This design comes from an exercise in tuning for small area, a short achievable clock period and few clock cycles per item on the open sky130 flow, not from production work.
The RTL was checked by simulation tests, not by an equivalence proof against the original design.
The clock input has no modelled driver; a real chip could not lean on it and would need a root buffer or a full tree.
No activity file was given, so power comes from the tool's default toggle rates.

<file path="design/flow/config.mk">
export PLATFORM = sky130hd
export DESIGN_NAME = fc_layer
export DESIGN_NICKNAME = fc_layer
export VERILOG_FILES = /design/flow/design.v
export SDC_FILE = /design/flow/constraint.sdc
export NUM_CORES = 4
export LEC_CHECK = 0
export CAP_MARGIN = 20
export CORE_MARGIN = 2
export CORE_UTILIZATION = 65
export CTS_CLUSTER_DIAMETER = 100
export CTS_CLUSTER_SIZE = 30
export PLACE_DENSITY = 0.75
export SLEW_MARGIN = 20
export SYNTH_MEMORY_MAX_BITS = 16384
</file>
<file path="design/flow/constraint.sdc">
create_clock -name core_clock -period 15.0 [get_ports {clk}]
set_input_delay 3.0000 -clock core_clock [delete_from_list [all_inputs] [get_ports {clk}]]
set_output_delay 3.0000 -clock core_clock [all_outputs]
set_load 0.01 [all_outputs]
</file>
<file path="design/flow/design.v">
`timescale 1ns / 1ps
module fc_layer #(
    parameter IN_SIZE = 75,
    parameter OUT_SIZE = 10,
    parameter DATA_WIDTH = 16
)(
    input  wire clk,
    input  wire reset_n,
    input  wire start_fc,
    input  wire data_valid,
    input  wire signed [DATA_WIDTH-1:0] map_in_serial,
    input  wire signed [DATA_WIDTH-1:0] weight_serial,
    input  wire signed [DATA_WIDTH-1:0] bias_serial,
    output reg finish_fc,
    output reg signed [DATA_WIDTH-1:0] predict_out,
    output reg predict_out_valid
);
    localparam IDLE = 2'd0, LD_X = 2'd1, LD_W = 2'd2, LD_B = 2'd3;
    reg [1:0] phase;
    reg [6:0] cnt_i;      
    reg [3:0] cnt_o;      
    reg ring_en;          
    reg ring_ld;          
    reg en;               
    reg first;            
    reg first_d;          
    reg lastp;            
    reg push;             
    reg bv;               
    reg b9;               
    reg [15:0] d;         
    reg [7:0] neg, one, two;
    reg [1:0] phase_nx;
    reg [6:0] cnt_i_nx;
    reg [3:0] cnt_o_nx;
    wire last_i = (cnt_i == IN_SIZE-1);
    wire last_o = (cnt_o == OUT_SIZE-1);
    always @(*) begin
        phase_nx = phase;
        cnt_i_nx = cnt_i;
        cnt_o_nx = cnt_o;
        case (phase)
            LD_X: begin
                cnt_i_nx = last_i ? 7'd0 : cnt_i + 7'd1;
                if (last_i) phase_nx = LD_W;
            end
            LD_W: begin
                cnt_i_nx = last_i ? 7'd0 : cnt_i + 7'd1;
                if (last_i) begin
                    cnt_o_nx = last_o ? 4'd0 : cnt_o + 4'd1;
                    if (last_o) phase_nx = LD_B;
                end
            end
            LD_B: begin
                cnt_o_nx = last_o ? 4'd0 : cnt_o + 4'd1;
                if (last_o) phase_nx = IDLE;
            end
            default: ;
        endcase
    end
    always @(posedge clk or negedge reset_n) begin
        if (!reset_n) begin
            phase <= IDLE;
            cnt_i <= 7'd0;
            cnt_o <= 4'd0;
            ring_en <= 1'b0;
            ring_ld <= 1'b0;
            en <= 1'b0;
            first <= 1'b0;
            first_d <= 1'b0;
            lastp <= 1'b0;
            push <= 1'b0;
            bv <= 1'b0;
            b9 <= 1'b0;
        end else begin
            ring_en <= data_valid && (phase == LD_X || phase == LD_W);
            ring_ld <= (phase == LD_X);
            en <= data_valid && (phase == LD_W);
            first <= data_valid && (phase == LD_W) && (cnt_i == 7'd0);
            lastp <= data_valid && (phase == LD_W) && last_i && !last_o;
            push <= lastp;
            first_d <= first;
            bv <= data_valid && (phase == LD_B);
            b9 <= last_o;
            if (start_fc) begin
                phase <= LD_X;
                cnt_i <= 7'd0;
                cnt_o <= 4'd0;
            end else if (data_valid) begin
                phase <= phase_nx;
                cnt_i <= cnt_i_nx;
                cnt_o <= cnt_o_nx;
            end
        end
    end
    always @(posedge clk) begin
        predict_out_valid <= bv;
        finish_fc <= bv && b9;
    end
    always @(posedge clk) begin
        d <= (phase == LD_X) ? map_in_serial : bias_serial;
    end
    wire ld_w = data_valid && (phase == LD_W);
    wire [16:0] wx = {weight_serial, 1'b0};
    integer b;
    always @(posedge clk)
        for (b = 0; b < 8; b = b + 1) begin
            neg[b] <= ld_w & wx[2*b+2];
            one[b] <= ld_w & (wx[2*b+1] ^ wx[2*b]);
            two[b] <= ld_w & ((wx[2*b+2] & ~wx[2*b+1] & ~wx[2*b]) | (~wx[2*b+2] & wx[2*b+1] & wx[2*b]));
        end
    reg [16*IN_SIZE-1:0] ring;
    wire [15:0] x = ring[15:0];
    always @(posedge clk)
        if (ring_en)
            ring <= {ring_ld ? d : x, ring[16*IN_SIZE-1:16]};
    wire pp1;
    wire pp2;
    wire pp3;
    wire pp4;
    wire pp5;
    wire pp6;
    wire pp7;
    wire pp8;
    wire pp9;
    wire pp10;
    wire pp11;
    wire pp12;
    wire pp13;
    wire pp14;
    wire pp15;
    wire pp16;
    wire pp17;
    wire pp18;
    wire pp19;
    wire pp20;
    wire pp21;
    wire pp22;
    wire pp23;
    wire pp24;
    wire pp25;
    wire pp26;
    wire pp27;
    wire pp28;
    wire pp29;
    wire pp30;
    wire pp31;
    wire pp32;
    wire pp33;
    wire pp34;
    wire pp35;
    wire pp36;
    wire pp37;
    wire pp38;
    wire pp39;
    wire pp40;
    wire pp41;
    wire pp42;
    wire pp43;
    wire pp44;
    wire pp45;
    wire pp46;
    wire pp47;
    wire pp48;
    wire pp49;
    wire pp50;
    wire pp51;
    wire pp52;
    wire pp53;
    wire pp54;
    wire pp55;
    wire pp56;
    wire pp57;
    wire pp58;
    wire pp59;
    wire pp60;
    wire pp61;
    wire pp62;
    wire pp63;
    wire pp64;
    wire pp65;
    wire pp66;
    wire pp67;
    wire pp68;
    wire pp69;
    wire pp70;
    wire pp71;
    wire pp72;
    wire pp73;
    wire pp74;
    wire pp75;
    wire pp76;
    wire pp77;
    wire pp78;
    wire pp79;
    wire pp80;
    wire pp81;
    wire pp82;
    wire pp83;
    wire pp84;
    wire pp85;
    wire pp86;
    wire pp87;
    wire pp88;
    wire pp89;
    wire pp90;
    wire pp91;
    wire pp92;
    wire pp93;
    wire pp94;
    wire pp95;
    wire pp96;
    wire pp97;
    wire pp98;
    wire pp99;
    wire pp100;
    wire pp101;
    wire pp102;
    wire pp103;
    wire pp104;
    wire pp105;
    wire pp106;
    wire pp107;
    wire pp108;
    wire pp109;
    wire pp110;
    wire pp111;
    wire pp112;
    wire pp113;
    wire pp114;
    wire pp115;
    wire pp116;
    wire pp117;
    wire pp118;
    wire pp119;
    wire pp120;
    wire pp121;
    wire pp122;
    wire pp123;
    wire pp124;
    wire pp125;
    wire pp126;
    wire pp127;
    wire pp128;
    wire pp129;
    wire pp130;
    wire pp131;
    wire pp132;
    wire pp133;
    wire pp134;
    wire s135;
    wire c136;
    wire s137;
    wire c138;
    wire s139;
    wire c140;
    wire s141;
    wire c142;
    wire s143;
    wire c144;
    wire s145;
    wire c146;
    wire s147;
    wire c148;
    wire s149;
    wire c150;
    wire s151;
    wire c152;
    wire s153;
    wire c154;
    wire s155;
    wire c156;
    wire s157;
    wire c158;
    wire s159;
    wire c160;
    wire s161;
    wire c162;
    wire s163;
    wire c164;
    wire s165;
    wire c166;
    wire s167;
    wire c168;
    wire s169;
    wire c170;
    wire s171;
    wire c172;
    wire s173;
    wire c174;
    wire s175;
    wire c176;
    wire s177;
    wire c178;
    wire s179;
    wire c180;
    wire s181;
    wire c182;
    wire s183;
    wire c184;
    wire s185;
    wire c186;
    wire s187;
    wire c188;
    wire s189;
    wire c190;
    wire s191;
    wire c192;
    wire s193;
    wire c194;
    wire s195;
    wire c196;
    wire s197;
    wire c198;
    wire s199;
    wire c200;
    wire s201;
    wire c202;
    wire s203;
    wire c204;
    wire s205;
    wire c206;
    wire s207;
    wire c208;
    wire s209;
    wire c210;
    wire s211;
    wire c212;
    wire s213;
    wire c214;
    wire s215;
    wire c216;
    wire s217;
    wire c218;
    wire s219;
    wire c220;
    wire s221;
    wire c222;
    wire s223;
    wire c224;
    wire s225;
    wire c226;
    wire s227;
    wire c228;
    wire s229;
    wire c230;
    wire s231;
    wire c232;
    wire s233;
    wire c234;
    wire s235;
    wire c236;
    wire s237;
    wire c238;
    wire s239;
    wire c240;
    wire s241;
    wire c242;
    wire s243;
    wire c244;
    wire s245;
    wire c246;
    wire s247;
    wire c248;
    wire s249;
    wire c250;
    wire s251;
    wire c252;
    wire s253;
    wire c254;
    wire s255;
    wire c256;
    wire s257;
    wire c258;
    wire s259;
    wire c260;
    wire s261;
    wire c262;
    wire s263;
    wire c264;
    wire s265;
    wire c266;
    wire s267;
    wire c268;
    wire s269;
    wire c270;
    wire s271;
    wire c272;
    wire s273;
    wire c274;
    wire s275;
    wire c276;
    wire s277;
    wire c278;
    wire s279;
    wire c280;
    wire s281;
    wire c282;
    wire s283;
    wire c284;
    wire s285;
    wire c286;
    wire s287;
    wire c288;
    wire s289;
    wire c290;
    wire s291;
    wire c292;
    wire s293;
    wire c294;
    wire s295;
    wire c296;
    wire s297;
    wire c298;
    wire s299;
    wire c300;
    wire s301;
    wire c302;
    wire s303;
    wire c304;
    wire s305;
    wire c306;
    wire s307;
    wire c308;
    wire s309;
    wire c310;
    wire s311;
    wire c312;
    wire s313;
    wire c314;
    wire s315;
    wire c316;
    wire s317;
    wire c318;
    wire s319;
    wire c320;
    wire s321;
    wire c322;
    wire s323;
    wire c324;
    wire s325;
    wire c326;
    wire s327;
    wire c328;
    wire s329;
    wire c330;
    wire s331;
    wire c332;
    wire s333;
    wire c334;
    wire s335;
    wire c336;
    wire s337;
    wire c338;
    wire s339;
    wire c340;
    wire s341;
    wire c342;
    wire s343;
    wire c344;
    assign pp1 = ((one[0] & x[0])) ^ neg[0];
    assign pp2 = ((one[0] & x[1]) | (two[0] & x[0])) ^ neg[0];
    assign pp3 = ((one[0] & x[2]) | (two[0] & x[1])) ^ neg[0];
    assign pp4 = ((one[0] & x[3]) | (two[0] & x[2])) ^ neg[0];
    assign pp5 = ((one[0] & x[4]) | (two[0] & x[3])) ^ neg[0];
    assign pp6 = ((one[0] & x[5]) | (two[0] & x[4])) ^ neg[0];
    assign pp7 = ((one[0] & x[6]) | (two[0] & x[5])) ^ neg[0];
    assign pp8 = ((one[0] & x[7]) | (two[0] & x[6])) ^ neg[0];
    assign pp9 = ((one[0] & x[8]) | (two[0] & x[7])) ^ neg[0];
    assign pp10 = ((one[0] & x[9]) | (two[0] & x[8])) ^ neg[0];
    assign pp11 = ((one[0] & x[10]) | (two[0] & x[9])) ^ neg[0];
    assign pp12 = ((one[0] & x[11]) | (two[0] & x[10])) ^ neg[0];
    assign pp13 = ((one[0] & x[12]) | (two[0] & x[11])) ^ neg[0];
    assign pp14 = ((one[0] & x[13]) | (two[0] & x[12])) ^ neg[0];
    assign pp15 = ((one[0] & x[14]) | (two[0] & x[13])) ^ neg[0];
    assign pp16 = ((one[0] & x[15]) | (two[0] & x[14])) ^ neg[0];
    assign pp17 = en & ~(((one[0] & x[15]) | (two[0] & x[15])) ^ neg[0]);
    assign pp18 = ((one[1] & x[0])) ^ neg[1];
    assign pp19 = ((one[1] & x[1]) | (two[1] & x[0])) ^ neg[1];
    assign pp20 = ((one[1] & x[2]) | (two[1] & x[1])) ^ neg[1];
    assign pp21 = ((one[1] & x[3]) | (two[1] & x[2])) ^ neg[1];
    assign pp22 = ((one[1] & x[4]) | (two[1] & x[3])) ^ neg[1];
    assign pp23 = ((one[1] & x[5]) | (two[1] & x[4])) ^ neg[1];
    assign pp24 = ((one[1] & x[6]) | (two[1] & x[5])) ^ neg[1];
    assign pp25 = ((one[1] & x[7]) | (two[1] & x[6])) ^ neg[1];
    assign pp26 = ((one[1] & x[8]) | (two[1] & x[7])) ^ neg[1];
    assign pp27 = ((one[1] & x[9]) | (two[1] & x[8])) ^ neg[1];
    assign pp28 = ((one[1] & x[10]) | (two[1] & x[9])) ^ neg[1];
    assign pp29 = ((one[1] & x[11]) | (two[1] & x[10])) ^ neg[1];
    assign pp30 = ((one[1] & x[12]) | (two[1] & x[11])) ^ neg[1];
    assign pp31 = ((one[1] & x[13]) | (two[1] & x[12])) ^ neg[1];
    assign pp32 = ((one[1] & x[14]) | (two[1] & x[13])) ^ neg[1];
    assign pp33 = ((one[1] & x[15]) | (two[1] & x[14])) ^ neg[1];
    assign pp34 = en & ~(((one[1] & x[15]) | (two[1] & x[15])) ^ neg[1]);
    assign pp35 = ((one[2] & x[0])) ^ neg[2];
    assign pp36 = ((one[2] & x[1]) | (two[2] & x[0])) ^ neg[2];
    assign pp37 = ((one[2] & x[2]) | (two[2] & x[1])) ^ neg[2];
    assign pp38 = ((one[2] & x[3]) | (two[2] & x[2])) ^ neg[2];
    assign pp39 = ((one[2] & x[4]) | (two[2] & x[3])) ^ neg[2];
    assign pp40 = ((one[2] & x[5]) | (two[2] & x[4])) ^ neg[2];
    assign pp41 = ((one[2] & x[6]) | (two[2] & x[5])) ^ neg[2];
    assign pp42 = ((one[2] & x[7]) | (two[2] & x[6])) ^ neg[2];
    assign pp43 = ((one[2] & x[8]) | (two[2] & x[7])) ^ neg[2];
    assign pp44 = ((one[2] & x[9]) | (two[2] & x[8])) ^ neg[2];
    assign pp45 = ((one[2] & x[10]) | (two[2] & x[9])) ^ neg[2];
    assign pp46 = ((one[2] & x[11]) | (two[2] & x[10])) ^ neg[2];
    assign pp47 = ((one[2] & x[12]) | (two[2] & x[11])) ^ neg[2];
    assign pp48 = ((one[2] & x[13]) | (two[2] & x[12])) ^ neg[2];
    assign pp49 = ((one[2] & x[14]) | (two[2] & x[13])) ^ neg[2];
    assign pp50 = ((one[2] & x[15]) | (two[2] & x[14])) ^ neg[2];
    assign pp51 = en & ~(((one[2] & x[15]) | (two[2] & x[15])) ^ neg[2]);
    assign pp52 = ((one[3] & x[0])) ^ neg[3];
    assign pp53 = ((one[3] & x[1]) | (two[3] & x[0])) ^ neg[3];
    assign pp54 = ((one[3] & x[2]) | (two[3] & x[1])) ^ neg[3];
    assign pp55 = ((one[3] & x[3]) | (two[3] & x[2])) ^ neg[3];
    assign pp56 = ((one[3] & x[4]) | (two[3] & x[3])) ^ neg[3];
    assign pp57 = ((one[3] & x[5]) | (two[3] & x[4])) ^ neg[3];
    assign pp58 = ((one[3] & x[6]) | (two[3] & x[5])) ^ neg[3];
    assign pp59 = ((one[3] & x[7]) | (two[3] & x[6])) ^ neg[3];
    assign pp60 = ((one[3] & x[8]) | (two[3] & x[7])) ^ neg[3];
    assign pp61 = ((one[3] & x[9]) | (two[3] & x[8])) ^ neg[3];
    assign pp62 = ((one[3] & x[10]) | (two[3] & x[9])) ^ neg[3];
    assign pp63 = ((one[3] & x[11]) | (two[3] & x[10])) ^ neg[3];
    assign pp64 = ((one[3] & x[12]) | (two[3] & x[11])) ^ neg[3];
    assign pp65 = ((one[3] & x[13]) | (two[3] & x[12])) ^ neg[3];
    assign pp66 = ((one[3] & x[14]) | (two[3] & x[13])) ^ neg[3];
    assign pp67 = ((one[3] & x[15]) | (two[3] & x[14])) ^ neg[3];
    assign pp68 = en & ~(((one[3] & x[15]) | (two[3] & x[15])) ^ neg[3]);
    assign pp69 = ((one[4] & x[0])) ^ neg[4];
    assign pp70 = ((one[4] & x[1]) | (two[4] & x[0])) ^ neg[4];
    assign pp71 = ((one[4] & x[2]) | (two[4] & x[1])) ^ neg[4];
    assign pp72 = ((one[4] & x[3]) | (two[4] & x[2])) ^ neg[4];
    assign pp73 = ((one[4] & x[4]) | (two[4] & x[3])) ^ neg[4];
    assign pp74 = ((one[4] & x[5]) | (two[4] & x[4])) ^ neg[4];
    assign pp75 = ((one[4] & x[6]) | (two[4] & x[5])) ^ neg[4];
    assign pp76 = ((one[4] & x[7]) | (two[4] & x[6])) ^ neg[4];
    assign pp77 = ((one[4] & x[8]) | (two[4] & x[7])) ^ neg[4];
    assign pp78 = ((one[4] & x[9]) | (two[4] & x[8])) ^ neg[4];
    assign pp79 = ((one[4] & x[10]) | (two[4] & x[9])) ^ neg[4];
    assign pp80 = ((one[4] & x[11]) | (two[4] & x[10])) ^ neg[4];
    assign pp81 = ((one[4] & x[12]) | (two[4] & x[11])) ^ neg[4];
    assign pp82 = ((one[4] & x[13]) | (two[4] & x[12])) ^ neg[4];
    assign pp83 = ((one[4] & x[14]) | (two[4] & x[13])) ^ neg[4];
    assign pp84 = ((one[4] & x[15]) | (two[4] & x[14])) ^ neg[4];
    assign pp85 = en & ~(((one[4] & x[15]) | (two[4] & x[15])) ^ neg[4]);
    assign pp86 = ((one[5] & x[0])) ^ neg[5];
    assign pp87 = ((one[5] & x[1]) | (two[5] & x[0])) ^ neg[5];
    assign pp88 = ((one[5] & x[2]) | (two[5] & x[1])) ^ neg[5];
    assign pp89 = ((one[5] & x[3]) | (two[5] & x[2])) ^ neg[5];
    assign pp90 = ((one[5] & x[4]) | (two[5] & x[3])) ^ neg[5];
    assign pp91 = ((one[5] & x[5]) | (two[5] & x[4])) ^ neg[5];
    assign pp92 = ((one[5] & x[6]) | (two[5] & x[5])) ^ neg[5];
    assign pp93 = ((one[5] & x[7]) | (two[5] & x[6])) ^ neg[5];
    assign pp94 = ((one[5] & x[8]) | (two[5] & x[7])) ^ neg[5];
    assign pp95 = ((one[5] & x[9]) | (two[5] & x[8])) ^ neg[5];
    assign pp96 = ((one[5] & x[10]) | (two[5] & x[9])) ^ neg[5];
    assign pp97 = ((one[5] & x[11]) | (two[5] & x[10])) ^ neg[5];
    assign pp98 = ((one[5] & x[12]) | (two[5] & x[11])) ^ neg[5];
    assign pp99 = ((one[5] & x[13]) | (two[5] & x[12])) ^ neg[5];
    assign pp100 = ((one[5] & x[14]) | (two[5] & x[13])) ^ neg[5];
    assign pp101 = ((one[5] & x[15]) | (two[5] & x[14])) ^ neg[5];
    assign pp102 = en & ~(((one[5] & x[15]) | (two[5] & x[15])) ^ neg[5]);
    assign pp103 = ((one[6] & x[0])) ^ neg[6];
    assign pp104 = ((one[6] & x[1]) | (two[6] & x[0])) ^ neg[6];
    assign pp105 = ((one[6] & x[2]) | (two[6] & x[1])) ^ neg[6];
    assign pp106 = ((one[6] & x[3]) | (two[6] & x[2])) ^ neg[6];
    assign pp107 = ((one[6] & x[4]) | (two[6] & x[3])) ^ neg[6];
    assign pp108 = ((one[6] & x[5]) | (two[6] & x[4])) ^ neg[6];
    assign pp109 = ((one[6] & x[6]) | (two[6] & x[5])) ^ neg[6];
    assign pp110 = ((one[6] & x[7]) | (two[6] & x[6])) ^ neg[6];
    assign pp111 = ((one[6] & x[8]) | (two[6] & x[7])) ^ neg[6];
    assign pp112 = ((one[6] & x[9]) | (two[6] & x[8])) ^ neg[6];
    assign pp113 = ((one[6] & x[10]) | (two[6] & x[9])) ^ neg[6];
    assign pp114 = ((one[6] & x[11]) | (two[6] & x[10])) ^ neg[6];
    assign pp115 = ((one[6] & x[12]) | (two[6] & x[11])) ^ neg[6];
    assign pp116 = ((one[6] & x[13]) | (two[6] & x[12])) ^ neg[6];
    assign pp117 = ((one[6] & x[14]) | (two[6] & x[13])) ^ neg[6];
    assign pp118 = ((one[6] & x[15]) | (two[6] & x[14])) ^ neg[6];
    assign pp119 = en & ~(((one[6] & x[15]) | (two[6] & x[15])) ^ neg[6]);
    assign pp120 = ((one[7] & x[0])) ^ neg[7];
    assign pp121 = ((one[7] & x[1]) | (two[7] & x[0])) ^ neg[7];
    assign pp122 = ((one[7] & x[2]) | (two[7] & x[1])) ^ neg[7];
    assign pp123 = ((one[7] & x[3]) | (two[7] & x[2])) ^ neg[7];
    assign pp124 = ((one[7] & x[4]) | (two[7] & x[3])) ^ neg[7];
    assign pp125 = ((one[7] & x[5]) | (two[7] & x[4])) ^ neg[7];
    assign pp126 = ((one[7] & x[6]) | (two[7] & x[5])) ^ neg[7];
    assign pp127 = ((one[7] & x[7]) | (two[7] & x[6])) ^ neg[7];
    assign pp128 = ((one[7] & x[8]) | (two[7] & x[7])) ^ neg[7];
    assign pp129 = ((one[7] & x[9]) | (two[7] & x[8])) ^ neg[7];
    assign pp130 = ((one[7] & x[10]) | (two[7] & x[9])) ^ neg[7];
    assign pp131 = ((one[7] & x[11]) | (two[7] & x[10])) ^ neg[7];
    assign pp132 = ((one[7] & x[12]) | (two[7] & x[11])) ^ neg[7];
    assign pp133 = ((one[7] & x[13]) | (two[7] & x[12])) ^ neg[7];
    assign pp134 = ((one[7] & x[14]) | (two[7] & x[13])) ^ neg[7];
    assign {c136, s135} = pp11 + pp26;
    assign {c138, s137} = pp12 + pp27;
    assign {c140, s139} = pp13 + pp28 + pp43;
    assign {c142, s141} = pp58 + pp73;
    assign {c144, s143} = pp14 + pp29 + pp44;
    assign {c146, s145} = pp59 + pp74;
    assign {c148, s147} = pp15 + pp30 + pp45;
    assign {c150, s149} = pp60 + pp75 + pp90;
    assign {c152, s151} = pp105 + pp120;
    assign {c154, s153} = pp16 + pp31 + pp46;
    assign {c156, s155} = pp61 + pp76 + pp91;
    assign {c158, s157} = pp106 + pp121;
    assign {c160, s159} = pp17 + pp32 + pp47;
    assign {c162, s161} = pp62 + pp77 + pp92;
    assign {c164, s163} = pp107 + pp122;
    assign {c166, s165} = pp33 + pp48 + pp63;
    assign {c168, s167} = pp78 + pp93 + pp108;
    assign {c170, s169} = pp34 + pp49 + pp64;
    assign {c172, s171} = pp79 + pp94;
    assign {c174, s173} = pp50 + pp65 + pp80;
    assign {c176, s175} = pp51 + pp66;
    assign {c178, s177} = pp7 + pp22;
    assign {c180, s179} = pp8 + pp23;
    assign {c182, s181} = pp9 + pp24 + pp39;
    assign {c184, s183} = pp54 + pp69;
    assign {c186, s185} = pp10 + pp25 + pp40;
    assign {c188, s187} = pp55 + pp70;
    assign {c190, s189} = s135 + pp41 + pp56;
    assign {c192, s191} = pp71 + pp86 + neg[5];
    assign {c194, s193} = c136 + s137 + pp42;
    assign {c196, s195} = pp57 + pp72 + pp87;
    assign {c198, s197} = c138 + s139 + s141;
    assign {c200, s199} = pp88 + pp103 + neg[6];
    assign {c202, s201} = c140 + c142 + s143;
    assign {c204, s203} = s145 + pp89 + pp104;
    assign {c206, s205} = c144 + c146 + s147;
    assign {c208, s207} = s149 + s151 + neg[7];
    assign {c210, s209} = c148 + c150 + c152;
    assign {c212, s211} = s153 + s155 + s157;
    assign {c214, s213} = c154 + c156 + c158;
    assign {c216, s215} = s159 + s161 + s163;
    assign {c218, s217} = c160 + c162 + c164;
    assign {c220, s219} = s165 + s167 + pp123;
    assign {c222, s221} = c166 + c168 + s169;
    assign {c224, s223} = s171 + pp109 + pp124;
    assign {c226, s225} = c170 + c172 + s173;
    assign {c228, s227} = pp95 + pp110 + pp125;
    assign {c230, s229} = c174 + s175 + pp81;
    assign {c232, s231} = pp96 + pp111 + pp126;
    assign {c234, s233} = c176 + pp67 + pp82;
    assign {c236, s235} = pp97 + pp112 + pp127;
    assign {c238, s237} = pp68 + pp83 + pp98;
    assign {c240, s239} = pp113 + pp128;
    assign {c242, s241} = pp84 + pp99 + pp114;
    assign {c244, s243} = pp85 + pp100;
    assign {c246, s245} = pp5 + pp20;
    assign {c248, s247} = pp6 + pp21;
    assign {c250, s249} = s177 + pp37 + pp52;
    assign {c252, s251} = c178 + s179 + pp38;
    assign {c254, s253} = c180 + s181 + s183;
    assign {c256, s255} = c182 + c184 + s185;
    assign {c258, s257} = c186 + c188 + s189;
    assign {c260, s259} = c190 + c192 + s193;
    assign {c262, s261} = c194 + c196 + s197;
    assign {c264, s263} = c198 + c200 + s201;
    assign {c266, s265} = c202 + c204 + s205;
    assign {c268, s267} = c206 + c208 + s209;
    assign {c270, s269} = c210 + c212 + s213;
    assign {c272, s271} = c214 + c216 + s217;
    assign {c274, s273} = c218 + c220 + s221;
    assign {c276, s275} = c222 + c224 + s225;
    assign {c278, s277} = c226 + c228 + s229;
    assign {c280, s279} = c230 + c232 + s233;
    assign {c282, s281} = c234 + c236 + s237;
    assign {c284, s283} = c238 + c240 + s241;
    assign {c286, s285} = c242 + s243 + pp115;
    assign {c288, s287} = c244 + pp101 + pp116;
    assign {c290, s289} = pp102 + pp117;
    assign {c292, s291} = pp3 + pp18;
    assign {c294, s293} = pp4 + pp19;
    assign {c296, s295} = s245 + pp35 + neg[2];
    assign {c298, s297} = c246 + s247 + pp36;
    assign {c300, s299} = c248 + s249 + neg[3];
    assign {c302, s301} = c250 + s251 + pp53;
    assign {c304, s303} = c252 + s253 + neg[4];
    assign {c306, s305} = c254 + s255 + s187;
    assign {c308, s307} = c256 + s257 + s191;
    assign {c310, s309} = c258 + s259 + s195;
    assign {c312, s311} = c260 + s261 + s199;
    assign {c314, s313} = c262 + s263 + s203;
    assign {c316, s315} = c264 + s265 + s207;
    assign {c318, s317} = c266 + s267 + s211;
    assign {c320, s319} = c268 + s269 + s215;
    assign {c322, s321} = c270 + s271 + s219;
    assign {c324, s323} = c272 + s273 + s223;
    assign {c326, s325} = c274 + s275 + s227;
    assign {c328, s327} = c276 + s277 + s231;
    assign {c330, s329} = c278 + s279 + s235;
    assign {c332, s331} = c280 + s281 + s239;
    assign {c334, s333} = c282 + s283 + pp129;
    assign {c336, s335} = c284 + s285 + pp130;
    assign {c338, s337} = c286 + s287 + pp131;
    assign {c340, s339} = c288 + s289 + pp132;
    assign {c342, s341} = c290 + pp118 + pp133;
    assign {c344, s343} = pp119 + pp134;
    reg [28:0] pp_s, pp_c;
    always @(posedge clk) begin
        pp_s <= {c342, c340, c338, c336, c334, c332, c330, c328, c326, c324, c322, c320, c318, c316, c314, c312, c310, c308, c306, c304, c302, c300, c298, c296, c294, c292, s291, pp2, pp1};
        pp_c <= {s343, s341, s339, s337, s335, s333, s331, s329, s327, s325, s323, s321, s319, s317, s315, s313, s311, s309, s307, s305, s303, s301, s299, s297, s295, s293, neg[1], 1'b0, neg[0]};
    end
    reg [28:0] acc;
    wire [28:0] acc_in = first_d ? 29'd1638400 : acc;
    wire [28:0] t_s = acc_in ^ pp_s ^ pp_c;
    wire [28:0] t_c = (acc_in & pp_s) | (acc_in & pp_c) | (pp_s & pp_c);
    wire [28:0] sum = t_s + {t_c[27:0], 1'b0};    
    always @(posedge clk)
        acc <= sum;
    reg [16*(OUT_SIZE-1)-1:0] psum;
    always @(posedge clk)
        if (push || bv)
            psum <= {sum[28:13], psum[16*(OUT_SIZE-1)-1:16]};
    always @(posedge clk)
        predict_out <= psum[15:0] + d;
endmodule
</file>
<file path="design/flow/flow/run.sh">
#!/bin/bash
# Standard ORFS layout (the standard.sh: ORFS synthesis and steps).
# Differences:
# - synthesis skips Yosys's early "abc -fast" (SYNTH_ARGS=-noabc), so the
#   full adders written out in the RTL are extracted without inverters
#   between them; registers (names and cells) are the same as the standard
#   synthesis, and ORFS's own ABC mapping still runs;
# - the resizer's repair_timing is asked for a setup margin, so it works on
#   paths well below the 15 ns period; ABC maps for a shorter period;
# - ports get buf_1 buffers (the resizer upsizes them where timing needs it);
# - CTS inserts no dummy loads;
set -euo pipefail
VARS=(SYNTH_ARGS=-noabc SETUP_SLACK_MARGIN=11.12 ABC_CLOCK_PERIOD_IN_PS=3800
  "BUFFER_PORTS_ARGS=-buffer_cell sky130_fd_sc_hd__buf_1"
  "CTS_ARGS=-sink_clustering_enable -repair_clock_nets -sink_clustering_size 30 -sink_clustering_max_diameter 100 -dont_use_dummy_load")
bash standard.sh "${VARS[@]}" cts > standard_flow_cts.log 2>&1
ODB=orfs/results/sky130hd/fc_layer/base/4_cts.odb CLK_PORT=clk \
  openroad -no_init -exit flow/noroot.tcl > noroot.log 2>&1
bash standard.sh "${VARS[@]}" finish > standard_flow_finish.log 2>&1
</file>
<file path="design/flow/flow/noroot.tcl">
read_db $::env(ODB)
set block [ord::get_db_block]
set clkport [$block findBTerm $::env(CLK_PORT)]
set clknet [$clkport getNet]
set its [$clknet getITerms]
puts "noroot: clock port net [$clknet getName] has [llength $its] cell pins"
if {[llength $its] != 1} { puts "noroot: unexpected, leaving the tree as it is"; exit 0 }
set rootA [lindex $its 0]
set root [$rootA getInst]
set master [[$root getMaster] getName]
if {![string match "sky130_fd_sc_hd__clkbuf_*" $master]} { puts "noroot: root is $master, leaving"; exit 0 }
set rootX [$root findITerm X]
set net0 [$rootX getNet]
set sinks {}
foreach it [$net0 getITerms] {
  if {[$it getInst] ne $root} { lappend sinks $it }
}
puts "noroot: root [$root getName] ($master) drives [llength $sinks] pins"
if {[llength $sinks] > 4 || [llength [$net0 getBTerms]] > 0} { puts "noroot: too many, leaving"; exit 0 }
foreach it $sinks {
  set m [[[$it getInst] getMaster] getName]
  if {![string match "sky130_fd_sc_hd__clkbuf_*" $m]} { puts "noroot: sink is $m, leaving"; exit 0 }
}
foreach it $sinks {
  $it disconnect
  $it connect $clknet
}
$rootA disconnect
$rootX disconnect
odb::dbInst_destroy $root
odb::dbNet_destroy $net0
puts "noroot: clock port now drives [llength [$clknet getITerms]] pins"
write_db $::env(ODB)
</file>
<file path="design/flow/standard.sh">
#!/bin/bash
# synth_recipe.tcl (not shown) runs the flow's synth.tcl, then flattens the netlist and writes it again
# the make line also repeats each setting of config.mk as NAME=value (left out here)
make -C /OpenROAD-flow-scripts/flow DESIGN_CONFIG=/design/flow/config.mk WORK_HOME=/design/flow/orfs CLKGATE_MAP_FILE= SYNTH_SCRIPT=/design/flow/synth_recipe.tcl "${@:-finish}"
</file>
==> results.cfg, run 1 <==
[floorplanning]
fp.dieW_um = 288
die-area_sq_mm = 0.0829
rows = 104
initial_core_util_pct = 65.4
core_sq_mm = 0.0802
die_h_um = 288
ios = 70

[global_routing]
grt_pass1_wl_mm = 121
grt_util_all_layers_pct = 19.1
antenna_found_initial = 6
grt_pass1_vias = 21370
grt_max_degree = 226
overflow = 0

[timing]
tightestPinTransition_ps = 1170
fin_skew_ps = 51.0
final.min_clock_period_ps = 3940
max-slew-margin-rel_pct = 21.6
drv_slew = 0
setup_viol = 0
finalHoldViolations = 0
tns_ps = 0
fin_crit_sh_pct = 26.3
fmax_mhz = 254
grt_setup_unrepaired = true

[layout]
instances_no_fill = 3619
fin_area_sq_mm = 0.0554
nNetsFinal = 2797
fillCellCount = 4907
area_growth_pct = 5.72
drive_gt1_share_pct = 6.65
multi_input_area_sq_mm = 0.00825
regArea_sq_mm = 0.0438

[synthesis]
synth-edff-count = 1344
synth.largest_area_cell = edfxtp_1
synthTopCellsByArea = edfxtp_1 (77%), dfxtp_1 (5.5%), fa_1 (4.3%)
ys_async_sr_fraction_pct = 1.46
ys_top_cells_by_count = edfxtp_1 (1,344), xnor2_1 (159), dfxtp_1 (144), a22oi_1 (120), fa_1 (113)
synth.most_common_cell = edfxtp_1
ys_types = 61
yosysWarnings = 1
synth-main-ff-cell = edfxtp_1
synth_top_area_share_pct = 77.0
syn_area_sq_mm = 0.0524
ys_ff_latch = 1510
yosysSeqAreaShare_pct = 83.6
synth_nets = 2744
synth_cells = 2507
syn_avg_cell_area_sq_um = 20.9

[worst_setup_path]
crit_path_start = predict_out[13]
startpoint_type = flop
max_stage_delay_ps = 370
crit_buf_inv = 1
cp_top_family = flip-flops
cp_data_arrival_time_ps = 940
crit_fanout = 1
end_kind = output port
path_class = reg2out
slowest_stage = dfxtp_2
rrSetupSlack_ps = 11330
crit_chain = buf_6
r2r_start = first_d
worstPathRequired_ps = 12000

[place]
place_inst = 3561
place.gp.congestion = 0.945
dpl.hpwl_mm = 45.5
port_buffers = 69
placed_area_sq_mm = 0.0538

[cts]
clkTransAtPathRegs_ps = 110
cts_sinks = 1510
clk_latency_ps = 470

[power]
p_leak_nw = 19.0
irDropWorstVdd_mv = 0.104
power_density_mw_per_mm2 = 125

[run]
maxCapViolations = 0

[detailed_routing]
drtIter0Drc = 2158
vias_per_cell = 5.89
post_drt_wl_per_cell_um = 21.9
drc = 0
vias = 21301
firstDrtPassIters = 5
ant_nets = 0
wl_mm = 79.1

[hold_path]
hold_path_class = reg2reg
min_from = lastp

[outcome]
status = timing/DRC/antenna clean
## routing by layer
| metal | part of all wire, % | wire (um) | global-route usage (%) |
|---|---|---|---|
| met1 | 46 | 36100 | 29.0 |
| met2 | 47 | 37300 | 30.3 |
| met3 | 5.0 | 3990 | 2.68 |
| met4 | 2.1 | 1690 | 4.49 |
| met5 | 0 | 0 | 0 |
## logic make-up (layout without fill, tap and decap cells)
| group | count (synthesis) | after routing | synth area share (%) |
|---|---|---|---|
| flip-flops | 1510 | 1510 | 83.6 |
| AO/OA/AOI/OAI | 273 | 273 | 3.66 |
| AND/OR/NAND/NOR | 216 | 216 | 2.19 |
| adder cells (fa/ha/maj) | 185 | 185 | 6.03 |
| XOR/XNOR | 180 | 180 | 3.01 |
| buffers and inverters | 106 | 157 | 0.764 |
| multiplexers | 37 | 37 | 0.788 |
| other | 0 | 1 | 0 |
## through the flow
| step | util [%] | power (mW) | worst slack, ps | hold slack [ps] |
|---|---|---|---|---|
| after floorplan | - | 5.21 | 6180 | 329 |
| after detailed placement | 67.1 | 5.29 | 10210 | 344 |
| final | 69.1 | 6.93 | 11060 | 350 |
| after global placement | 67.1 | 5.27 | 10360 | 343 |
| after CTS | 69.0 | 7.03 | 10810 | 360 |
| after global routing | 69.1 | 7.18 | 11010 | 359 |
## power by group
group | internal, mW | total, mW | switching, mW
sequential | 4.82 | 4.92 | 0.0938
combinational | 0.103 | 0.291 | 0.188
clock | 0.660 | 1.72 | 1.06
## path summary, 6_finish.rpt
check                                        to  cells after the start
worst max-delay path            predict_out[13]                      1
min in group asynchronous                  push                      2
worst min-delay path                       push                      0
max in group asynchronous               ring_en                      2
worst max register to register        psum[142]                      9
worst min register to register             push                      0
## cell usage in the layout (no fill, tap or decap), drive strengths merged, types with 40 or more instances in the layout
cell type | netlist | final
a22oi | 120 | 120
buf | 3 | 83
ha | 72 | 72
edfxtp | 1344 | 1344
fa | 113 | 113
xnor2 | 159 | 159
clkbuf | 85 | 56
a21oi | 54 | 54
dfxtp | 144 | 144
nor2 | 40 | 40
nand2 | 45 | 45
## registers in the layout, summed over array words and instances (netlist names), 4 cells and up
signal / flops
two: 8
cnt_i: 7
ring: 1200
cnt_o: 4
psum: 144
pp_c: 28
pp_s: 29
predict_out: 16
one: 8
neg: 8
acc: 29
d: 16
## layout make-up
class	count	area share, %
antenna	1	0.00452
clock buffer	55	2.48
inverter	18	0.122
multi-input combinational	891	14.9
sequential	1510	79.1
tap	1060	2.39
timing repair buffer	84	1.02
## what timing repair did
action	in CTS	in global routing
hold endpoints to repair	0	0
setup buffers	0	1
pin swaps	0	2
endpoints found under the setup margin	135	127
gates resized for setup	39	22
hold buffers	0	0
Testbench counts, summed over its fixed seeds: cycles 53,568, images 64.
==> inputs of run 2 (changes only) <==
--- a/design/flow/flow/run.sh
+++ b/design/flow/flow/run.sh
@@ -11,5 +11,5 @@
 # - CTS inserts no dummy loads;
 set -euo pipefail
-VARS=(SYNTH_ARGS=-noabc SETUP_SLACK_MARGIN=11.12 ABC_CLOCK_PERIOD_IN_PS=3800
+VARS=(SYNTH_ARGS=-noabc SETUP_SLACK_MARGIN=11.0 ABC_CLOCK_PERIOD_IN_PS=3800
   "BUFFER_PORTS_ARGS=-buffer_cell sky130_fd_sc_hd__buf_1"
   "CTS_ARGS=-sink_clustering_enable -repair_clock_nets -sink_clustering_size 30 -sink_clustering_max_diameter 100 -dont_use_dummy_load")
==> results.cfg, run 2 <==
[timing]
fin_skew_ps = 50.3
hold_slack_ps = 351
final.min_clock_period_ps = 3970
setup_viol = 0
tightestPinTransition_ps = 1180
fmax_mhz = 252
finalHoldViolations = 0
grt_setup_unrepaired = true
fin_crit_sh_pct = 26.5
max-slew-margin-rel_pct = 21.0
setup_slack_ps = 11030
drv_slew = 0
tns_ps = 0

[synthesis]
ys_ff_latch = 1510
syn_area_sq_mm = 0.0524
synth_top_area_share_pct = 77.0
synthTopCellsByArea = edfxtp_1 (77%), dfxtp_1 (5.5%), fa_1 (4.3%)
synth-main-ff-cell = edfxtp_1
synth_nets = 2744
yosysWarnings = 1
synth.largest_area_cell = edfxtp_1
synth.most_common_cell = edfxtp_1
syn_avg_cell_area_sq_um = 20.9
synth-edff-count = 1344
ys_types = 61
ys_async_sr_fraction_pct = 1.46
yosysSeqAreaShare_pct = 83.6
ys_top_cells_by_count = edfxtp_1 (1,344), xnor2_1 (159), dfxtp_1 (144), a22oi_1 (120), fa_1 (113)
synth_cells = 2507

[worst_setup_path]
crit_buf_inv = 2
reg2reg_to = psum[141]
max_stage_delay_ps = 300
crit_chain = clkbuf_4 -> nand2b_1 -> inv_2 -> o21ai_0 -> nor3_2 -> nand3_1 -> xor2_1 -> nor2_1
end_kind = flop
rrSetupSlack_ps = 11210
path_class = in2reg
cp_data_arrival_time_ps = 4290
cp_top_family = simple AND/OR/NAND/NOR gates
slowest_stage = nor3_2
startpoint_type = primary input
r2r_start = first_d
worstPathRequired_ps = 15320
crit_fanout = 16
reg2reg_depth = 9

[layout]
final_common_cell = edfxtp_1
utilization_pct = 69.1
drive_gt1_share_pct = 6.34
largest_reg_flops = 1200
area_growth_pct = 5.60
final_cell_mix = edfxtp_1 (1,344), xnor2_1 (159), dfxtp_1 (131)
nNetsFinal = 2796
top_regs = ring (1200), psum (144)
fillCellCount = 4907
top_register = ring

[detailed_routing]
drtIter0Drc = 2046
vias = 21253
ant_nets = 0
drc = 0
vias_per_cell = 5.87
post_drt_wl_per_cell_um = 21.8
firstDrtPassIters = 5
wl_mm = 79.0

[global_routing]
grt_util_all_layers_pct = 19.2
antenna_found_initial = 6
grt_pass1_vias = 21370
grt_pass1_wl_mm = 121
overflow = 0
grt_max_degree = 226

[cts]
post-cts-setup-buffers = 0
cts_sinks = 1510
clk_latency_ps = 470
hold_buffers = 0
clkTransAtPathRegs_ps = 110

[place]
dpl.hpwl_mm = 45.5
port_buffers = 69
place.gp.congestion = 0.945
dp_slack_ps = 10210

[floorplanning]
core_sq_mm = 0.0802
rows = 104
die-area_sq_mm = 0.0829
ios = 70
die_h_um = 288
fp.dieW_um = 288
initial_core_util_pct = 65.4

[hold_path]
min_from = lastp
hold_end = push
hold_depth = 0
hold_path_class = reg2reg

[power]
p_leak_nw = 19.0
power_density_mw_per_mm2 = 125
irDropWorstVdd_mv = 0.104

[run]
maxCapViolations = 0

[outcome]
status = timing/DRC/antenna clean
[run 2: cell type report]
type | count | area (sq um) | share of cell area, %
inverters | 18 | 67.6 | 0.122
clock buffers | 55 | 1380 | 2.49
multi-input cells | 891 | 8240 | 14.9
diodes | 1 | 2.50 | 0.00452
repair buffers | 83 | 522 | 0.943
well taps | 1060 | 1330 | 2.40
flip-flops and latches | 1510 | 43800 | 79.2
[run 2: worst max path at each step]
stage / startpoint / to / slack [ps] / depth (start not counted)
4_1_cts: predict_out[13] / predict_out[13] / 10760 / 1
5_1_grt: data_valid / cnt_i[5] / 10920 / 8
3_3_place_gp: data_valid / cnt_i[5] / 10360 / 8
6_report: data_valid / cnt_i[5] / 11030 / 8
2_1_floorplan: ring_en / ring[0] / 6180 / 0
3_5_place_dp: data_valid / cnt_i[5] / 10210 / 8
[run 2: kinds of logic after synthesis]
| logic type | share of synthesized area [%] |
|---|---|
| buf+inv | 0.764 |
| simple gates | 2.19 |
| mux | 0.788 |
| xor+xnor | 3.01 |
| compound gates | 3.66 |
| flops | 83.6 |
| fa+ha+maj | 6.03 |
[run 2: metrics by stage]
stage / std cells / power (mW) / instance area, sq um
4_1_cts: 3617 / 7.03 / 55300
3_5_place_dp: 3561 / 5.29 / 53800
2_1_floorplan: 2507 / 5.21 / 52400
5_1_grt: 3617 / 7.17 / 55300
6_report: 3618 / 6.93 / 55300
3_3_place_gp: 3561 / 5.27 / 53800
[run 2: timing repair]
action | 4_1_cts | 5_1_grt
resized for setup | 35 | 11
setup endpoints to repair | 127 | 108
pin swaps | 0 | 1
[run 2: worst reg2reg max path: stages, from the launching register on]
cell	delay (ps)
dfrtp_4	640
nor2b_1	210
fa_1	500
ha_1	360
a211oi_1	310
o21a_1	320
a21oi_1	190
o2111ai_2	400
nand2_1	160
o311ai_1	460
[run 2: metal layers]
| layer | global-route usage [%] | routed length (um) |
|---|---|---|
| met1 | 29.1 | 36100 |
| met2 | 30.3 | 37200 |
| met3 | 2.68 | 4000 |
| met4 | 4.49 | 1710 |
| met5 | 0 | 0 |
[run 2: report_power, final]
| part | internal [mW] | switching, mW |
|---|---|---|
| registers | 4.82 | 0.0934 |
| logic | 0.102 | 0.188 |
| clock network | 0.660 | 1.06 |
| total | 5.59 | 1.34 |
==> inputs of run 3 (changes only) <==
--- a/design/flow/design.v
+++ b/design/flow/design.v
@@ -31,32 +31,38 @@
     reg [15:0] d;         
     reg [7:0] neg, one, two;
-    reg [1:0] phase_nx;
-    reg [6:0] cnt_i_nx;
-    reg [3:0] cnt_o_nx;
+    reg v_r;
+    reg [1:0] ph_now;
+    reg [6:0] ci_now;
+    reg [3:0] co_now;
     wire last_i = (cnt_i == IN_SIZE-1);
     wire last_o = (cnt_o == OUT_SIZE-1);
     always @(*) begin
-        phase_nx = phase;
-        cnt_i_nx = cnt_i;
-        cnt_o_nx = cnt_o;
-        case (phase)
-            LD_X: begin
-                cnt_i_nx = last_i ? 7'd0 : cnt_i + 7'd1;
-                if (last_i) phase_nx = LD_W;
-            end
-            LD_W: begin
-                cnt_i_nx = last_i ? 7'd0 : cnt_i + 7'd1;
-                if (last_i) begin
-                    cnt_o_nx = last_o ? 4'd0 : cnt_o + 4'd1;
-                    if (last_o) phase_nx = LD_B;
+        ph_now = phase;
+        ci_now = cnt_i;
+        co_now = cnt_o;
+        if (v_r) begin
+            case (phase)
+                LD_X: begin
+                    ci_now = last_i ? 7'd0 : cnt_i + 7'd1;
+                    if (last_i) ph_now = LD_W;
                 end
-            end
-            LD_B: begin
-                cnt_o_nx = last_o ? 4'd0 : cnt_o + 4'd1;
-                if (last_o) phase_nx = IDLE;
-            end
-            default: ;
-        endcase
+                LD_W: begin
+                    ci_now = last_i ? 7'd0 : cnt_i + 7'd1;
+                    if (last_i) begin
+                        co_now = last_o ? 4'd0 : cnt_o + 4'd1;
+                        if (last_o) ph_now = LD_B;
+                    end
+                end
+                LD_B: begin
+                    co_now = last_o ? 4'd0 : cnt_o + 4'd1;
+                    if (last_o) ph_now = IDLE;
+                end
+                default: ;
+            endcase
+        end
     end
+    wire is_x = (ph_now == LD_X);
+    wire is_w = (ph_now == LD_W);
+    wire is_b = (ph_now == LD_B);
     always @(posedge clk or negedge reset_n) begin
         if (!reset_n) begin
@@ -64,4 +70,5 @@
             cnt_i <= 7'd0;
             cnt_o <= 4'd0;
+            v_r <= 1'b0;
             ring_en <= 1'b0;
             ring_ld <= 1'b0;
@@ -74,21 +81,23 @@
             b9 <= 1'b0;
         end else begin
-            ring_en <= data_valid && (phase == LD_X || phase == LD_W);
-            ring_ld <= (phase == LD_X);
-            en <= data_valid && (phase == LD_W);
-            first <= data_valid && (phase == LD_W) && (cnt_i == 7'd0);
-            lastp <= data_valid && (phase == LD_W) && last_i && !last_o;
+            ring_en <= data_valid && (is_x || is_w);
+            ring_ld <= is_x;
+            en <= data_valid && is_w;
+            first <= data_valid && is_w && (ci_now == 7'd0);
+            lastp <= data_valid && is_w && (ci_now == IN_SIZE-1) && (co_now != OUT_SIZE-1);
             push <= lastp;
             first_d <= first;
-            bv <= data_valid && (phase == LD_B);
-            b9 <= last_o;
+            bv <= data_valid && is_b;
+            b9 <= (co_now == OUT_SIZE-1);
             if (start_fc) begin
                 phase <= LD_X;
                 cnt_i <= 7'd0;
                 cnt_o <= 4'd0;
-            end else if (data_valid) begin
-                phase <= phase_nx;
-                cnt_i <= cnt_i_nx;
-                cnt_o <= cnt_o_nx;
+                v_r <= 1'b0;
+            end else begin
+                phase <= ph_now;
+                cnt_i <= ci_now;
+                cnt_o <= co_now;
+                v_r <= data_valid && (ph_now != IDLE);
             end
         end
@@ -99,7 +108,7 @@
     end
     always @(posedge clk) begin
-        d <= (phase == LD_X) ? map_in_serial : bias_serial;
+        d <= is_x ? map_in_serial : bias_serial;
     end
-    wire ld_w = data_valid && (phase == LD_W);
+    wire ld_w = data_valid && is_w;
     wire [16:0] wx = {weight_serial, 1'b0};
     integer b;
--- a/design/flow/flow/run.sh
+++ b/design/flow/flow/run.sh
@@ -11,5 +11,5 @@
 # - CTS inserts no dummy loads;
 set -euo pipefail
-VARS=(SYNTH_ARGS=-noabc SETUP_SLACK_MARGIN=11.0 ABC_CLOCK_PERIOD_IN_PS=3800
+VARS=(SYNTH_ARGS=-noabc SETUP_SLACK_MARGIN=11.1 ABC_CLOCK_PERIOD_IN_PS=3800
   "BUFFER_PORTS_ARGS=-buffer_cell sky130_fd_sc_hd__buf_1"
   "CTS_ARGS=-sink_clustering_enable -repair_clock_nets -sink_clustering_size 30 -sink_clustering_max_diameter 100 -dont_use_dummy_load")
==> results.cfg, run 3 <==
[floorplanning]
initial_core_util_pct = 65.3
core_sq_mm = 0.0802
ios = 70
die-area_sq_mm = 0.0828
die_h_um = 288
rows = 104
fp.dieW_um = 288

[timing]
fin_skew_ps = 92.2
setup_viol = 0
finalHoldViolations = 0
tns_ps = 0
fin_crit_sh_pct = 26.1
final.min_clock_period_ps = 3910
hold_slack_ps = 359
grt_setup_unrepaired = true
setup_slack_ps = 11090
drv_slew = 0
tightestPinTransition_ps = 1060
fmax_mhz = 256
max-slew-margin-rel_pct = 29.1

[hold_path]
hold_path_class = reg2reg

[worst_setup_path]
worstPathRequired_ps = 12000
r2r_start = first_d
cp_num_cells = 1
end_kind = output port
crit_chain = buf_6
reg2reg_depth = 13
slowest_stage = dfxtp_2
crit_buf_inv = 1
reg2reg_to = psum[142]
rrSetupSlack_ps = 11150
max_stage_delay_ps = 330
cp_data_arrival_time_ps = 910
path_class = reg2out
startpoint_type = flop
cp_top_family = flip-flops
critPathCapture = finish_fc
crit_path_start = finish_fc
crit_fanout = 1

[cts]
clk_latency_ps = 480
hold_buffers = 0
cts_sinks = 1511
clkTransAtPathRegs_ps = 110

[global_routing]
grt_pass1_vias = 20934
overflow = 0
grt_pass1_wl_mm = 118
grt_util_all_layers_pct = 18.4
grt_max_degree = 230
antenna_found_initial = 8

[layout]
regArea_sq_mm = 0.0438
top_register = ring
final_common_cell = edfxtp_1
drive_gt1_share_pct = 6.64
top_regs = ring (1200), psum (144)
multi_input_area_sq_mm = 0.00815
instances_no_fill = 3623
fillCellCount = 4907
largest_reg_flops = 1200
area_growth_pct = 5.85
fin_area_sq_mm = 0.0554
final_cell_mix = edfxtp_1 (1,344), xnor2_1 (165), dfxtp_1 (136)
nNetsFinal = 2804
utilization_pct = 69.1

[synthesis]
synth-edff-count = 1344
syn_avg_cell_area_sq_um = 21.0
synth.most_common_cell = edfxtp_1
synth.largest_area_cell = edfxtp_1
yosysWarnings = 1
ys_ff_latch = 1511
ys_types = 55
synth_top_area_share_pct = 77.1
synth-main-ff-cell = edfxtp_1
synth_cells = 2494
ys_top_cells_by_count = edfxtp_1 (1,344), xnor2_1 (165), dfxtp_1 (144), a22oi_1 (120), fa_1 (113)
synth_nets = 2734
yosysSeqAreaShare_pct = 83.7
synthTopCellsByArea = edfxtp_1 (77%), dfxtp_1 (5.5%), fa_1 (4.3%)
syn_area_sq_mm = 0.0523
ys_async_sr_fraction_pct = 1.52

[outcome]
status = timing/DRC/antenna clean

[detailed_routing]
vias = 21071
ant_nets = 0
drtIter0Drc = 2016
vias_per_cell = 5.82
drc = 0
wl_mm = 76.6
post_drt_wl_per_cell_um = 21.1
firstDrtPassIters = 6

[power]
p_leak_nw = 17.8
power_density_mw_per_mm2 = 124
irDropWorstVdd_mv = 0.101
p_total_mw = 6.90

[place]
placed_area_sq_mm = 0.0538
place.gp.congestion = 0.880
dp_slack_ps = 10270
port_buffers = 69
dpl.hpwl_mm = 44.4
place_inst = 3565

[run]
maxCapViolations = 0
==> run 3: logic make-up (layout without fill, tap and decap cells) <==
| kind of cell | after synthesis | after routing | share of synthesized area [%] |
|---|---|---|---|
| and+or+nand+nor | 204 | 204 | 2.11 |
| buffers and inverters | 104 | 172 | 0.746 |
| AOI/OAI and AO/OA | 267 | 267 | 3.47 |
| DFF | 1511 | 1511 | 83.7 |
| xor gates and xnor gates | 187 | 187 | 3.13 |
| muxes | 33 | 33 | 0.710 |
| adders and majority gates | 188 | 188 | 6.12 |
| other | 0 | 1 | 0 |
==> run 3: area by class of cell <==
type / instances / area share [%]
multi-input combinational: 879 / 14.7
inverter: 18 / 0.122
sequential: 1511 / 79.1
tap: 1060 / 2.39
timing repair buffer: 99 / 1.16
clock buffer: 55 / 2.48
antenna: 1 / 0.00452
==> run 3: routing by layer <==
layer  wire (um)  vias up  GRT usage, %
met4        1520        0          4.21
met3        5190       95          3.45
met5           0        -             0
met1       35100    10875          28.9
met2       34900      588          27.6
li1            -     9513             -
==> run 3: how the worst min path moves through the flow <==
stage / cells after the start / from / slack (ps) / to
after floorplan: 0 / neg[0] / 330 / pp_c[0]
after global placement: 0 / lastp / 350 / push
after detailed placement: 0 / lastp / 340 / push
after CTS: 0 / lastp / 360 / push
after global routing: 0 / lastp / 380 / push
final: 0 / lastp / 360 / push
==> run 3: timing repair <==
item,in CTS,in global routing
pin swaps,0,1
setup buffers,0,1
resized for setup,27,22
endpoints found under the setup margin,281,529
==> run 3: report_power, final <==
group	internal, mW	total [mW]	switching, mW
Sequential	4.77	4.82	0.0554
Combinational	0.123	0.342	0.219
Clock	0.660	1.73	1.07
Total	5.55	6.90	1.34
Testbench counts of run 3, summed over its fixed seeds: cycles 53,568, images 64.
==> inputs of run 4 (changes only) <==
--- a/design/flow/flow/run.sh
+++ b/design/flow/flow/run.sh
@@ -11,5 +11,5 @@
 # - CTS inserts no dummy loads;
 set -euo pipefail
-VARS=(SYNTH_ARGS=-noabc SETUP_SLACK_MARGIN=11.1 ABC_CLOCK_PERIOD_IN_PS=3800
+VARS=(SYNTH_ARGS=-noabc SETUP_SLACK_MARGIN=11.2 ABC_CLOCK_PERIOD_IN_PS=3800
   "BUFFER_PORTS_ARGS=-buffer_cell sky130_fd_sc_hd__buf_1"
   "CTS_ARGS=-sink_clustering_enable -repair_clock_nets -sink_clustering_size 30 -sink_clustering_max_diameter 100 -dont_use_dummy_load")
==> results.cfg, run 4 <==
[synthesis]
yosysWarnings = 1
synth_cells = 2494
synthTopCellsByArea = edfxtp_1 (77%), dfxtp_1 (5.5%), fa_1 (4.3%)
ys_types = 55
yosysSeqAreaShare_pct = 83.7
synth.most_common_cell = edfxtp_1
synth.largest_area_cell = edfxtp_1
synth-main-ff-cell = edfxtp_1
syn_avg_cell_area_sq_um = 21.0
ys_async_sr_fraction_pct = 1.52
ys_ff_latch = 1511
syn_area_sq_mm = 0.0523
synth_nets = 2734
ys_top_cells_by_count = edfxtp_1 (1,344), xnor2_1 (165), dfxtp_1 (144), a22oi_1 (120), fa_1 (113)
synth_top_area_share_pct = 77.1
synth-edff-count = 1344

[floorplanning]
fp.dieW_um = 288
initial_core_util_pct = 65.3
die-area_sq_mm = 0.0828
die_h_um = 288
rows = 104
core_sq_mm = 0.0802
ios = 70

[layout]
top_register = ring
largest_reg_flops = 1200
regArea_sq_mm = 0.0438
area_growth_pct = 6.04
fillCellCount = 4895
drive_gt1_share_pct = 7.37
nNetsFinal = 2808
top_regs = ring (1200), psum (144)
multi_input_area_sq_mm = 0.00822
final_cell_mix = edfxtp_1 (1,344), xnor2_1 (165), dfxtp_1 (136)
fin_area_sq_mm = 0.0555
final_common_cell = edfxtp_1

[hold_path]
hold_end = push
hold_path_class = reg2reg
hold_depth = 0
min_from = lastp

[detailed_routing]
firstDrtPassIters = 6
vias = 21165
drtIter0Drc = 2103
drc = 0
post_drt_wl_per_cell_um = 21.3
vias_per_cell = 5.84
wl_mm = 77.2
ant_nets = 0

[timing]
tightestPinTransition_ps = 1060
fmax_mhz = 256
drv_slew = 0
finalHoldViolations = 0
max-slew-margin-rel_pct = 29.4
grt_setup_unrepaired = true
fin_skew_ps = 91.1
setup_viol = 0
final.min_clock_period_ps = 3910
fin_crit_sh_pct = 26.1
tns_ps = 0

[worst_setup_path]
cp_data_arrival_time_ps = 910
crit_fanout = 1
cp_top_family = flip-flops
crit_buf_inv = 1
max_stage_delay_ps = 330
startpoint_type = flop
slowest_stage = dfxtp_2
end_kind = output port
reg2reg_to = psum[143]
worstPathRequired_ps = 12000
path_class = reg2out
rrSetupSlack_ps = 11330
reg2reg_depth = 11
crit_chain = buf_6
r2r_start = first_d

[global_routing]
grt_pass1_wl_mm = 118
grt_max_degree = 230
grt_util_all_layers_pct = 18.4
overflow = 0
antenna_found_initial = 8
grt_pass1_vias = 20934

[cts]
hold_buffers = 0
clk_latency_ps = 480
clkTransAtPathRegs_ps = 110
cts_sinks = 1511

[power]
pwr-share-seq_pct = 69.8
p_total_mw = 6.90
p_leak_nw = 17.9
power_density_mw_per_mm2 = 124
irDropWorstVdd_mv = 0.101
netSwitchingFraction_pct = 19.6
clockPowerShare_pct = 25.1
switchingPower_mw = 1.35
p_int_mw = 5.55
pwr-share-comb_pct = 5.1

[outcome]
status = timing/DRC/antenna clean

[place]
placed_area_sq_mm = 0.0538
port_buffers = 69
place.gp.congestion = 0.880
dpl.hpwl_mm = 44.4

[run]
maxCapViolations = 0
[run 4: cells by family (layout without fill, tap and decap cells)]
family,Yosys count,count (layout),share of synthesized area [%]
buf+inv,104,176,0.746
fa+ha+maj,188,188,6.12
mux,33,33,0.710
compound gates,267,267,3.47
simple gates,204,204,2.11
flops,1511,1511,83.7
xor+xnor,187,187,3.13
other cells,0,1,0
[run 4: metrics by stage]
step                      hold WS (ps)  cells  setup slack, ps  util (%)
after floorplan                    329   2494             6180         -
after global placement             350   3565            10450      67.2
after detailed placement           337   3565            10270      67.2
after CTS                          362   3621            10840      69.0
after global routing               375   3626            11050      69.2
final                              361   3627            11090      69.2
[run 4: area by class of cell]
| type | count | share of cell area (%) |
|---|---|---|
| diodes | 1 | 0.00451 |
| flip-flops and latches | 1511 | 79.0 |
| inverters | 18 | 0.122 |
| repair buffers | 103 | 1.21 |
| well taps | 1060 | 2.39 |
| multi-input cells | 879 | 14.8 |
| clock buffers | 55 | 2.48 |
[run 4: what timing repair did]
item / in CTS / in global routing
resized for setup: 30 / 36
setup endpoints to repair: 311 / 232
setup buffers: 0 / 5
pin swaps: 0 / 4
[run 4: power by group through the flow]
stage	logic (mW)	registers (mW)	clock network, mW
after floorplan	0.199	4.99	0
after global placement	0.314	4.91	0
after detailed placement	0.336	4.92	0
after CTS	0.338	4.83	1.83
after global routing	0.388	4.84	1.92
final	0.351	4.82	1.73
[run 4: worst max-delay path by stage]
stage          depth (start not counted)   endpoint        from
2_1_floorplan                          0    ring[0]     ring_en
3_3_place_gp                           6      lastp  data_valid
3_5_place_dp                           6      lastp  data_valid
4_1_cts                                1  finish_fc   finish_fc
5_1_grt                                1  finish_fc   finish_fc
6_report                               1  finish_fc   finish_fc
[run 4: per-layer routing]
| layer | track usage, % | share of wire [%] |
|---|---|---|
| met1 | 28.9 | 46 |
| met5 | 0 | 0 |
| met4 | 4.21 | 2.1 |
| met3 | 3.45 | 6.7 |
| met2 | 27.6 | 45 |
==> inputs of run 5 (changes only) <==
--- a/design/flow/config.mk
+++ b/design/flow/config.mk
@@ -11,5 +11,5 @@
 export CTS_CLUSTER_DIAMETER = 100
 export CTS_CLUSTER_SIZE = 30
-export PLACE_DENSITY = 0.75
+export PLACE_DENSITY = 0.7
 export SLEW_MARGIN = 20
 export SYNTH_MEMORY_MAX_BITS = 16384
==> results.cfg, run 5 <==
[timing]
grt_setup_unrepaired = true
tightestPinTransition_ps = 1080
max-slew-margin-rel_pct = 28.2
fin_crit_sh_pct = 26.1
final.min_clock_period_ps = 3910
fin_skew_ps = 79.4
drv_slew = 0
setup_viol = 0
tns_ps = 0
fmax_mhz = 256
finalHoldViolations = 0

[outcome]
status = timing/DRC/antenna clean

[cts]
cts_sinks = 1511
clk_latency_ps = 480
hold_buffers = 0
clkTransAtPathRegs_ps = 100

[worst_setup_path]
reg2reg_to = pp_c[18]
end_kind = output port
reg2reg_depth = 7
cp_top_family = flip-flops
crit_buf_inv = 1
cp_data_arrival_time_ps = 910
crit_chain = buf_2
max_stage_delay_ps = 320
worstPathRequired_ps = 12000
rrSetupSlack_ps = 11300
crit_fanout = 1
slowest_stage = dfxtp_1
path_class = reg2out
r2r_start = one[1]
startpoint_type = flop

[detailed_routing]
drc = 0
drtIter0Drc = 1970
vias_per_cell = 5.83
firstDrtPassIters = 6
ant_nets = 0
post_drt_wl_per_cell_um = 21.2
wl_mm = 76.7
vias = 21085

[synthesis]
synthTopCellsByArea = edfxtp_1 (77%), dfxtp_1 (5.5%), fa_1 (4.3%)
yosysWarnings = 1
synth_top_area_share_pct = 77.1
synth.largest_area_cell = edfxtp_1
synth_compound_area_share_pct = 3.47
synth-main-ff-cell = edfxtp_1
synth_top_family_by_area = adder cells
synthMuxAreaShare_pct = 0.710
synth-edff-count = 1344
ys_ff_latch = 1511
synth.most_common_cell = edfxtp_1
syn_avg_cell_area_sq_um = 21.0
syn_area_sq_mm = 0.0523
ys_async_sr_fraction_pct = 1.52
yosysSeqAreaShare_pct = 83.7
synth-xor-area-share_pct = 3.13
ys_types = 55
ys_top_cells_by_count = edfxtp_1 (1,344), xnor2_1 (165), dfxtp_1 (144), a22oi_1 (120), fa_1 (113)
synth_nets = 2734
synthAdderAreaFrac_pct = 6.12
synth-simple-area-share_pct = 2.11
synth_cells = 2494

[hold_path]
hold_depth = 0
hold_path_class = reg2reg
hold_end = ring[245]
min_from = ring[261]

[power]
power_density_mw_per_mm2 = 125
irDropWorstVdd_mv = 0.103
p_total_mw = 6.91
p_leak_nw = 17.9

[place]
port_buffers = 69
placed_area_sq_mm = 0.0538
place.gp.congestion = 0.850
dpl.hpwl_mm = 44.9

[layout]
fin_area_sq_mm = 0.0555
final_cell_mix = edfxtp_1 (1,344), xnor2_1 (165), dfxtp_1 (129)
nNetsFinal = 2801
top_regs = ring (1200), psum (144)
diodes = 0
final_common_cell = edfxtp_1
area_growth_pct = 6.05
largest_reg_flops = 1200
top_register = ring
drive_gt1_share_pct = 7.03

[global_routing]
overflow = 0
antenna_found_initial = 2
grt_pass1_wl_mm = 118
grt_pass1_vias = 20764
grt_max_degree = 221
grt_util_all_layers_pct = 18.6

[floorplanning]
die-area_sq_mm = 0.0828
rows = 104
fp.dieW_um = 288
initial_core_util_pct = 65.3
core_sq_mm = 0.0802
die_h_um = 288
ios = 70

[run]
maxCapViolations = 0
run 5: layout make-up:
cell class              count  area [sq um]
clock buffers              56          1400
multi-input cells         879          8200
inverters                  18          67.6
fillers                  4972         24700
repair buffers             95           669
well taps                1060          1330
flip-flops and latches   1511         43800
run 5: per-stage QoR:
step | utilization, % | setup slack [ps] | cells | hold WS (ps)
6_report | 69.2 | 11090 | 3619 | 349
5_1_grt | 69.2 | 11040 | 3619 | 346
4_1_cts | 69.1 | 10840 | 3618 | 338
3_5_place_dp | 67.1 | 10390 | 3560 | 338
3_3_place_gp | 67.1 | 10480 | 3560 | 343
2_1_floorplan | - | 6180 | 2494 | 329
run 5: how the worst max path moves through the flow:
stage / startpoint / end / cells after the start
2_1_floorplan: ring_en / ring[0] / 0
6_report: finish_fc / finish_fc / 1
4_1_cts: finish_fc / finish_fc / 1
5_1_grt: finish_fc / finish_fc / 1
3_3_place_gp: data_valid / lastp / 6
3_5_place_dp: data_valid / lastp / 6
run 5: kinds of logic after synthesis:
logic type,count (synthesis)
xor+xnor,187
mux,33
simple gates,204
buf+inv,104
flops,1511
compound gates,267
fa+ha+maj,188
run 5: worst register-to-register path, stage by stage, from the launching register on:
cell     delay, ps
dfxtp_1        900
o21ai_0        270
xor2_1         200
and2_1         200
fa_1           570
fa_1           460
fa_1           510
fa_1           400
run 5: layer usage:
| metal | global-route usage (%) | vias up | wire (um) |
|---|---|---|---|
| li1 | - | 9510 | - |
| met1 | 29.7 | 10905 | 36200 |
| met2 | 27.5 | 548 | 34500 |
| met3 | 2.61 | 122 | 4010 |
| met4 | 4.99 | 0 | 2030 |
| met5 | 0 | - | 0 |
run 5: repair_timing:
action,in CTS,in global routing
setup endpoints to repair,222,219
cloned,0,0
resized for setup,42,19
endpoints found under the hold margin,0,0
setup buffers,1,0
run 5: where the power goes:
| part | leakage, nW | internal (mW) | total [mW] | switching (mW) |
|---|---|---|---|---|
| registers | 13.2 | 4.77 | 4.82 | 0.0516 |
| clock network | 0.690 | 0.670 | 1.74 | 1.07 |
| logic | 4.00 | 0.127 | 0.353 | 0.227 |

what the ideal ports hide:
How much do the figures lean on ideal ports? The routed layouts below were timed once more, with nothing changed but the port constraints. Step 1 (the two cells are an assumption about what drives the block):
set clk [get_ports {clk}]
set_driving_cell -lib_cell sky130_fd_sc_hd__clkbuf_16 $clk
set_driving_cell -lib_cell sky130_fd_sc_hd__buf_2 [delete_from_list [all_inputs] $clk]
Step 2 also shifts input and output timing later by t, the mid clock arrival at the registers, as if the neighbouring blocks saw the same clock. Three values: no drivers, after step 1, after step 2; two values: the first two.
run	t (ns)	setup WS [ns]	worst setup path at the end	worst register clock-pin slew, ns
run 1	0.568	11.060 / 10.938 / 10.687	input to register	0.11 / 0.11
run 2	0.567	11.028 / 10.937 / 10.561	input to register	0.11 / 0.11
run 3	0.555	11.091 / 10.966 / 10.680	input to register	0.11 / 0.11
run 4	0.557	11.090 / 10.965 / 10.803	input to register	0.11 / 0.11
run 5	0.557	11.087 / 10.966 / 10.752	input to register	0.11 / 0.11
After both steps every run listed still meets setup and hold. The setup slack of run 2, which loses most, moves by -0.091 ns with the drivers and by -0.467 ns with both steps.
